From an optimization exercise on the open Yosys and OpenROAD flow, aimed at small area; shortcuts taken in it are not production practice. Only simulation tests tie the RTL to the original design; equivalence was not proved.

==> build 15 <==
## synapse
module synapse #(
    parameter DW = 16, T_DW = 4
)(
    input wire clk,
    input wire rst,
    input wire en,
    input wire [DW - 1 : 0] weights_w,
    input wire write_enable,
    output reg [DW - 1 : 0] weights_r,
    input wire read_enable,
    input wire [7:0] pre_spiking,
    output reg signed [DW - 1 : 0] spking_value,
    output reg post_en,
    input wire update_en,
    input wire signed [DW - 1 : 0] learning_rate
    );
==> flow/config.mk <==
export PLATFORM = sky130hd
export DESIGN_NAME = synapse
export DESIGN_NICKNAME = synapse
export VERILOG_FILES = /design/flow/design.v
export SDC_FILE = /design/flow/constraint.sdc
export NUM_CORES = 4
export LEC_CHECK = 0
export CAP_MARGIN = 20
export CORE_MARGIN = 2
export CORE_UTILIZATION = 65
export SLEW_MARGIN = 20
export SYNTH_HIERARCHICAL = 1
export SYNTH_MINIMUM_KEEP_SIZE = 0
==> flow/constraint.sdc <==
create_clock -name core_clock -period 14.0 [get_ports {clk}]
set_input_delay 2.8000 -clock core_clock [delete_from_list [all_inputs] [get_ports {clk}]]
set_output_delay 2.8000 -clock core_clock [all_outputs]
set_load 0.01 [all_outputs]
standard.sh (not shown) runs the stock make flow with config.mk's settings and CLKGATE_MAP_FILE= SYNTH_SCRIPT=/design/flow/synth_recipe.tcl, a recipe that flattens the netlist after the stock synthesis.
==> flow/flow/run.sh <==
#!/bin/bash
# The standard layout, with the port buffers made from the smallest
# buffer cell instead of the default one.
set -euo pipefail
bash standard.sh "BUFFER_PORTS_ARGS=-buffer_cell sky130_fd_sc_hd__buf_1" finish > standard.log 2>&1
==> trial 74 (differences from build 15) <==
CTS_CLUSTER_DIAMETER = 150   (was not set)
CTS_CLUSTER_SIZE = 40   (was not set)
GPL_TIMING_DRIVEN = 0   (was not set)
==> comparison table <==
metric	trial 74	build 15
Final-layout fill cell count	2071	2083
Maximum single-stage delay on the critical path	610 ps	590 ps
Met3 track demand over resource	0.0989	0.0728
Least setup slack across all paths after layout	347 ps	372 ps
Routed via count divided by cell count	6.14	6.01
Half-perimeter wire length of the detailed placement result	40.9 mm	33.7 mm
Fin Hold WS	462 ps	463 ps
Layout area overhead	8.71%	7.12%
Worst setup path startpoint	y1[1]	y1[2]
Layout buffer count excluding clock buffers	176	104
Final critical-path share of the clock period	0.975	0.973
Largest net degree at the start of global routing	19	69
First-pass GRT wire length	82.7 mm	72.4 mm
Wirelength per Cell	23.4 um	20.7 um
Outcome	complete, no violations	complete, no violations
Final layout net count	2232	2160
Vias post-DR	13500	12800
Total wire length after detailed routing	51.5 mm	44.1 mm

---

==> run a <==
synapse, a different RTL version from the one above (not shown whole).
Settings: LEC_CHECK=0, CAP_MARGIN=20, CORE_MARGIN=2, CORE_UTILIZATION=65, SLEW_MARGIN=20, SYNTH_HIERARCHICAL=1, SYNTH_MINIMUM_KEEP_SIZE=0; clock period 14.0 ns.
run.sh (not shown) runs the stock make flow with config.mk's settings and CLKGATE_MAP_FILE= SYNTH_SCRIPT=/design/flow/synth_recipe.tcl, a recipe that flattens the netlist after the stock synthesis.
Stock flow here: none of the scripts above is used.
==> run b: changes against run a <==
==> flow/flow/run.sh (new file) <==
#!/bin/bash
# The standard layout, with the port buffers made from the smallest
# buffer cell instead of the default one.
set -euo pipefail
bash standard.sh "BUFFER_PORTS_ARGS=-buffer_cell sky130_fd_sc_hd__buf_1" finish > standard.log 2>&1
==> flow/standard.sh (new file) <==
#!/bin/bash
# synth_recipe.tcl (not shown) runs the flow's synth.tcl, then flattens the netlist and writes it again
# the make line also repeats each setting of config.mk as NAME=value (left out here)
make -C /OpenROAD-flow-scripts/flow DESIGN_CONFIG=/design/flow/config.mk WORK_HOME=/design/flow/orfs CLKGATE_MAP_FILE= SYNTH_SCRIPT=/design/flow/synth_recipe.tcl "${@:-finish}"
--- a/flow/config.mk
+++ b/flow/config.mk
@@ -9,3 +9,3 @@
 export CORE_MARGIN = 2
-export CORE_UTILIZATION = 65
+export CORE_UTILIZATION = 75
 export SLEW_MARGIN = 20
removed: flow/run.sh
==> qor summary <==
| item | run a | run b |
|---|---|---|
| Status | no timing/DRC/antenna violations | no timing/DRC/antenna violations |
| Per-cell via count in the routed design | 5.88 | 6.21 |
| Final core occ | 73.1% | 81.8% |
| Share of cell area taken by multi-input logic gates | 69.9% | 71.7% |
| Wl on met1 | 18.1 mm | 16.9 mm |
| Met3 Usage GRT | 6.60% | 6.90% |
| Clock slew at reported path FFs | 0.08 ns | 0.09 ns |
| Minimum setup slack after placement | -0.0661 ns | 0.0605 ns |
| Count of standard-cell rows | 60 | 56 |
| Largest clock skew in the final design | 0.0128 ns | 0.0146 ns |
| Remaining max-slew budget at the tightest pin | 27.9% | 30.7% |
| Wirelength per Cell | 19.9 µm | 20.4 µm |
| Number of tap cells inserted | 372 | 319 |
| Buffers inserted during post-CTS setup optimization | 1 | 0 |
| Area of the core | 0.0271 mm² | 0.0235 mm² |
| DP HPWL | 33.2 mm | 32.8 mm |
| Tcrit/Tclk final | 97.2% | 97.3% |

---

==> build 80 <==
Another version of the RTL of synapse (not shown whole).
// synapse
module synapse #(
    parameter DW = 16, T_DW = 4
)(
    input wire clk,
    input wire rst,
    input wire en,
    input wire [DW - 1 : 0] weights_w,
    input wire write_enable,
    output reg [DW - 1 : 0] weights_r,
    input wire read_enable,
    input wire [7:0] pre_spiking,
    output reg signed [DW - 1 : 0] spking_value,
    output reg post_en,
    input wire update_en,
    input wire signed [DW - 1 : 0] learning_rate
    );
export LEC_CHECK = 0
export CAP_MARGIN = 20
export CORE_MARGIN = 2
export CORE_UTILIZATION = 65
export SLEW_MARGIN = 20
export SYNTH_HIERARCHICAL = 1
export SYNTH_MINIMUM_KEEP_SIZE = 0
create_clock -name core_clock -period 14.0 [get_ports {clk}]
standard.sh (not shown) runs the stock make flow with config.mk's settings and CLKGATE_MAP_FILE= SYNTH_SCRIPT=/design/flow/synth_recipe.tcl, a recipe that flattens the netlist after the stock synthesis.
==> flow/flow/run.sh <==
#!/bin/bash
# The standard layout, with the port buffers made from the smallest
# buffer cell instead of the default one.
set -euo pipefail
bash standard.sh "BUFFER_PORTS_ARGS=-buffer_cell sky130_fd_sc_hd__buf_1" finish > standard.log 2>&1
==> build 44 (differences from build 80) <==
==> flow/run.sh (new file) <==
#!/bin/bash
# synth_recipe.tcl (not shown) runs the flow's synth.tcl, then flattens the netlist and writes it again
# the make line also repeats each setting of config.mk as NAME=value (left out here)
make -C /OpenROAD-flow-scripts/flow DESIGN_CONFIG=/design/flow/config.mk WORK_HOME=/design/flow/orfs CLKGATE_MAP_FILE= SYNTH_SCRIPT=/design/flow/synth_recipe.tcl finish
removed: flow/flow/run.sh
removed: flow/standard.sh
==> comparison table <==
|  | build 44 | build 80 |
|---|---|---|
| Minimum setup slack among reg-to-reg paths | 0.45 ns | 0.52 ns |
| Run status | no timing/DRC/antenna violations | no timing/DRC/antenna violations |
| Average wire length per cell after detail routing | 21.55 um | 21.32 um |
| Number of inserted filler cells in the final layout | 2128 | 2160 |
| DR WL met2 | 22.49 mm | 21.59 mm |
| Final setup skew | 0.01303 ns | 0.01365 ns |
| GRT met3 Usage | 5.965% | 7.149% |
| Pre-Repair DR Iteration Count | 5 | 6 |
| Final worst path period need | 13.55 ns | 13.48 ns |
| Maximum clock frequency | 73.78 MHz | 74.18 MHz |
| Antenna diode instance count | 1 | 0 |
| Global routing usage summed across all routing layers | 32.36% | 32.27% |
| Layout overhead on the synthesized area | 10.45% | 7.818% |

---

==> fjord <==
Another version of the RTL of synapse (not shown whole).
Settings: LEC_CHECK=0, CAP_MARGIN=20, CORE_MARGIN=2, CORE_UTILIZATION=65, SLEW_MARGIN=20, SYNTH_HIERARCHICAL=1, SYNTH_MINIMUM_KEEP_SIZE=0; clock period 14.0 ns.
==> flow/flow/run.sh <==
#!/bin/bash
# The standard layout, with the port buffers made from the smallest
# buffer cell instead of the default one.
set -euo pipefail
bash standard.sh "BUFFER_PORTS_ARGS=-buffer_cell sky130_fd_sc_hd__buf_1" finish > standard.log 2>&1
==> maple: changes against fjord <==
CAP_MARGIN = 0   (was 20)
SLEW_MARGIN = 0   (was 20)
==> summary of the runs <==
In die area, fjord and maple do not differ. Count of clock-buffer cells in the layout is the same in fjord and maple. In final area, maple and fjord hardly differ. Final cell count is the same in fjord and maple. In area after synthesis, maple and fjord do not differ. Against maple, the setup slack of fjord is higher by 5.4 ps. In sequential share of layout area, maple and fjord hardly differ. Register-to-register slack is about the same in fjord and maple. Worst hold slack is about the same in maple and fjord. Non-clock buffer count is the same in fjord and maple.
==> figures <==
	maple	fjord
Status	complete, no violations	complete, no violations
Area of combinational cells with multiple inputs	14120 µm²	14130 µm²
Tightest hold margin	473.5 ps	473.6 ps
M1 WL	18060 µm	18110 µm
Maximum clock rate	74.12 MHz	74.15 MHz
Arrival @ worst endpoint	13840 ps	13830 ps
Worst clock skew on the final layout	13.13 ps	13.40 ps
Detailed Routing Iterations Pass 1	5	6
Vias per inst	6.012	6.038
Area of all placed cells without fillers	19710 µm²	19720 µm²
Area Growth Syn to Fin	7.985%	8.013%
Proportion of cell area spent on the clock network	3.218%	3.217%
Iter 0 DRT Violations	1093	1226
Non-clock buffering overhead in the final layout	2.907%	2.906%
Routed wire length	44710 µm	44840 µm
Least-Margin Pin Slew	1209 ps	1088 ps
Final routed wire length divided by cell count	20.88 µm	20.94 µm

==> re-timing with driven ports <==
The results above use ideal ports. As a check the final layouts listed here were re-extracted and re-timed, cells and wires unchanged. Step 1 assumes that a clkbuf_16 drives the clock port and a buf_2 every other input. Step 2 moves the port delays by t, midway between the first and last clock arrival at a register: inputs arrive t later, outputs are due t later. That takes back most of the time a late clock gives input paths. a / b / c = ideal ports / drivers / drivers and shift; a / b = the first two.
| run | shift t [ns] | slack for setup (ns) | worst slew at a driven data input, ns |
|---|---|---|---|
| build 15 | 0.514 | 0.372 / 0.372 / 0.372 | 0.04 |
| trial 74 | 0.504 | 0.347 / 0.347 / 0.347 | 0.06 |
| run a | 0.499 | 0.392 / 0.392 / 0.392 | 0.04 |
| run b | 0.481 | 0.383 / 0.383 / 0.383 | 0.05 |
| build 80 | 0.507 | 0.519 / 0.519 / 0.519 | 0.06 |
| build 44 | 0.505 | 0.447 / 0.447 / 0.447 | 0.05 |
| fjord | 0.510 | 0.514 / 0.514 / 0.514 | 0.07 |
| maple | 0.514 | 0.509 / 0.509 / 0.509 | 0.07 |
After both steps every run listed still meets setup and hold.
